From an optimization exercise on the open Yosys and OpenROAD flow, aimed at small area; shortcuts taken in it are not production practice. The RTL was checked by simulation tests, not by an equivalence proof against the original design.

// lab5
module lab5 (input clk, SWO, input [15:0] IR_in, output logic [3:0] OPCODE, output logic [7:0] PC, alu_out, W_REG);
localparam logic [2:0] IF0 = 3'd0, ID = 3'd1, FD = 3'd2, EX = 3'd3, RWB = 3'd4, IF = 3'd5, ID0 = 3'd6;
logic [2:0] state;
logic [3:0] OP, RA, RB, RD;
logic [7:0] A, B;
logic ph;
logic [7:0] S0 [0:7];
logic [7:0] S1 [0:7];
assign OP = IR_in[15:12];
assign RA = IR_in[11:8];
assign RB = IR_in[7:4];
assign RD = IR_in[3:0];
assign OPCODE = OP;
logic [7:0] ap, aq, asum;
logic [8:0] ac;
logic ge_s;
always_comb begin
  if (state == IF) begin
    ap = PC;
    aq = (OP == 4'd14 && ge_s) ? {4'b0, RD} : 8'd1;
    ac[0] = 1'b0;
  end else begin
    case (OP)
      4'd5:    ap = A & {8{B[0]}};
      4'd7:    ap = 8'h00;
      4'd8:    ap = 8'hFF;
      default: ap = A;
    endcase
    case (OP)
      4'd3:    aq = {4'b0, RB};
      4'd4, 4'd14: aq = ~B;
      4'd5:    aq = (A << 1) & {8{B[1]}};
      default: aq = B;
    endcase
    ac[0] = (OP == 4'd4) || (OP == 4'd7) || (OP == 4'd14);
  end
  ...
Size in the first run: roughly 850 cells after synthesis, ~170 flip-flops, ~46 I/O pins, ~8200 sq um of cells after synthesis.
export LEC_CHECK = 0
export ABC_AREA = 1
export CAP_MARGIN = 20
export CELL_PAD_IN_SITES_DETAIL_PLACEMENT = 1
export CELL_PAD_IN_SITES_GLOBAL_PLACEMENT = 1
export CORE_MARGIN = 2
export CORE_UTILIZATION = 55
export SLEW_MARGIN = 20
create_clock -name core_clock -period 17.0 [get_ports {clk}]
standard.sh (not shown) runs the stock make flow with config.mk's settings and CLKGATE_MAP_FILE= SYNTH_SCRIPT=/design/flow/synth_recipe.tcl, a recipe that flattens the netlist after the stock synthesis.
==> flow/flow/run.sh <==
#!/bin/bash
# Own layout flow: the standard flow (standard.sh) with three changes.
#  - Synthesis maps the logic with an area-oriented ABC script (flow/abc_area.script)
#    and extracts only full adders (half adders are left to ABC: the half-adder cells
#    are added to the don't-use list); registers are mapped exactly as in the
#    standard synthesis (same script, same dfflibmap step).
#  - Port buffers use the smallest buffer cell.
#  - Clock tree synthesis uses small clock buffers and no dummy loads.
# Each make call's full output goes to a log file in the work folder.
set -euo pipefail
W=$PWD
rm -rf "$W/scripts_area"
cp -r "$FLOW_HOME/scripts" "$W/scripts_area"
cp "$W/flow/abc_area.script" "$W/scripts_area/abc_area.script"
DONT_USE=$(printf 'include %s\nprint:\n\t@echo $(DONT_USE_CELLS)\n' "$FLOW_HOME/platforms/sky130hd/config.mk" | make -s -f - print)
KNOBS=(SCRIPTS_DIR="$W/scripts_area" ABC_AREA=1
  DONT_USE_CELLS="$DONT_USE sky130_fd_sc_hd__ha_1 sky130_fd_sc_hd__ha_2 sky130_fd_sc_hd__ha_4"
  BUFFER_PORTS_ARGS="-buffer_cell sky130_fd_sc_hd__buf_1"
  CTS_ARGS="-sink_clustering_enable -repair_clock_nets -dont_use_dummy_load -buf_list sky130_fd_sc_hd__clkbuf_8")
bash standard.sh "${KNOBS[@]}" synth > "$W/log_synth.txt" 2>&1
bash standard.sh "${KNOBS[@]}" finish > "$W/log_layout.txt" 2>&1
==> flow/flow/abc_area.script <==
strash
dch -f
&get -n
&dch -f
&nf -R 1000
&put
strash
dch -f
&get -n
&dch -f
&nf -R 1000
&put
topo
Change:
--- a/flow/flow/run.sh
+++ b/flow/flow/run.sh
@@ -17,5 +17,5 @@
   DONT_USE_CELLS="$DONT_USE sky130_fd_sc_hd__ha_1 sky130_fd_sc_hd__ha_2 sky130_fd_sc_hd__ha_4"
   BUFFER_PORTS_ARGS="-buffer_cell sky130_fd_sc_hd__buf_1"
-  CTS_ARGS="-sink_clustering_enable -repair_clock_nets -dont_use_dummy_load -buf_list sky130_fd_sc_hd__clkbuf_8")
+  CTS_ARGS="-sink_clustering_enable -repair_clock_nets -dont_use_dummy_load -buf_list sky130_fd_sc_hd__clkbuf_4")
 bash standard.sh "${KNOBS[@]}" synth > "$W/log_synth.txt" 2>&1
 bash standard.sh "${KNOBS[@]}" finish > "$W/log_layout.txt" 2>&1
Settings changed: CORE_UTILIZATION 55 to 65.
=> The changed run died in global placement with GPL-0301. Synthesized cell count is unchanged. Synthesized area does not change.
Change:
--- a/flow/flow/run.sh
+++ b/flow/flow/run.sh
@@ -17,5 +17,5 @@
   DONT_USE_CELLS="$DONT_USE sky130_fd_sc_hd__ha_1 sky130_fd_sc_hd__ha_2 sky130_fd_sc_hd__ha_4"
   BUFFER_PORTS_ARGS="-buffer_cell sky130_fd_sc_hd__buf_1"
-  CTS_ARGS="-sink_clustering_enable -repair_clock_nets -dont_use_dummy_load -buf_list sky130_fd_sc_hd__clkbuf_4")
+  CTS_ARGS="-sink_clustering_enable -repair_clock_nets -dont_use_dummy_load -buf_list sky130_fd_sc_hd__clkbuf_8")
 bash standard.sh "${KNOBS[@]}" synth > "$W/log_synth.txt" 2>&1
 bash standard.sh "${KNOBS[@]}" finish > "$W/log_layout.txt" 2>&1
==> flow/flow/abc_area.script (replaced) <==
strash
dch -f
&get -n
&dch -f
&nf -R 1000
&put
topo
Settings changed: CORE_UTILIZATION 65 to 35.
After rerunning:
- The changed run ran to the end with no violations
- synthesized cell count rises by 3.2%
- synthesized area stays flat

port drivers added, routing unchanged:
In the flow no input, the clock included, has a driving cell. The finished layouts below were timed again as built, in two steps.
Step 1 (the two cells are an assumption about what drives the block):
set clk [get_ports {clk}]
set_driving_cell -lib_cell sky130_fd_sc_hd__clkbuf_16 $clk
set_driving_cell -lib_cell sky130_fd_sc_hd__buf_2 [delete_from_list [all_inputs] $clk]
Step 2, shift: input delay + t, output delay - t, t = (earliest + latest rising clock arrival at the registers) / 2. This alone moves slack from input paths to output paths.
Slacks: ideal ports / drivers / drivers and shift; pairs: ideal ports / drivers.
run | t, ns | setup slack, ns | latest minus earliest clock arrival (ns)
the first run | 0.504 | 1.096 / 1.054 / 1.092 | 0.025 / 0.024
the third run | 0.488 | 1.303 / 1.279 / 1.279 | 0.041 / 0.041
After both steps every run listed still meets setup and hold. For the third run, which loses most, drivers alone change the setup slack by -0.024 ns; drivers and shift together by -0.024 ns.
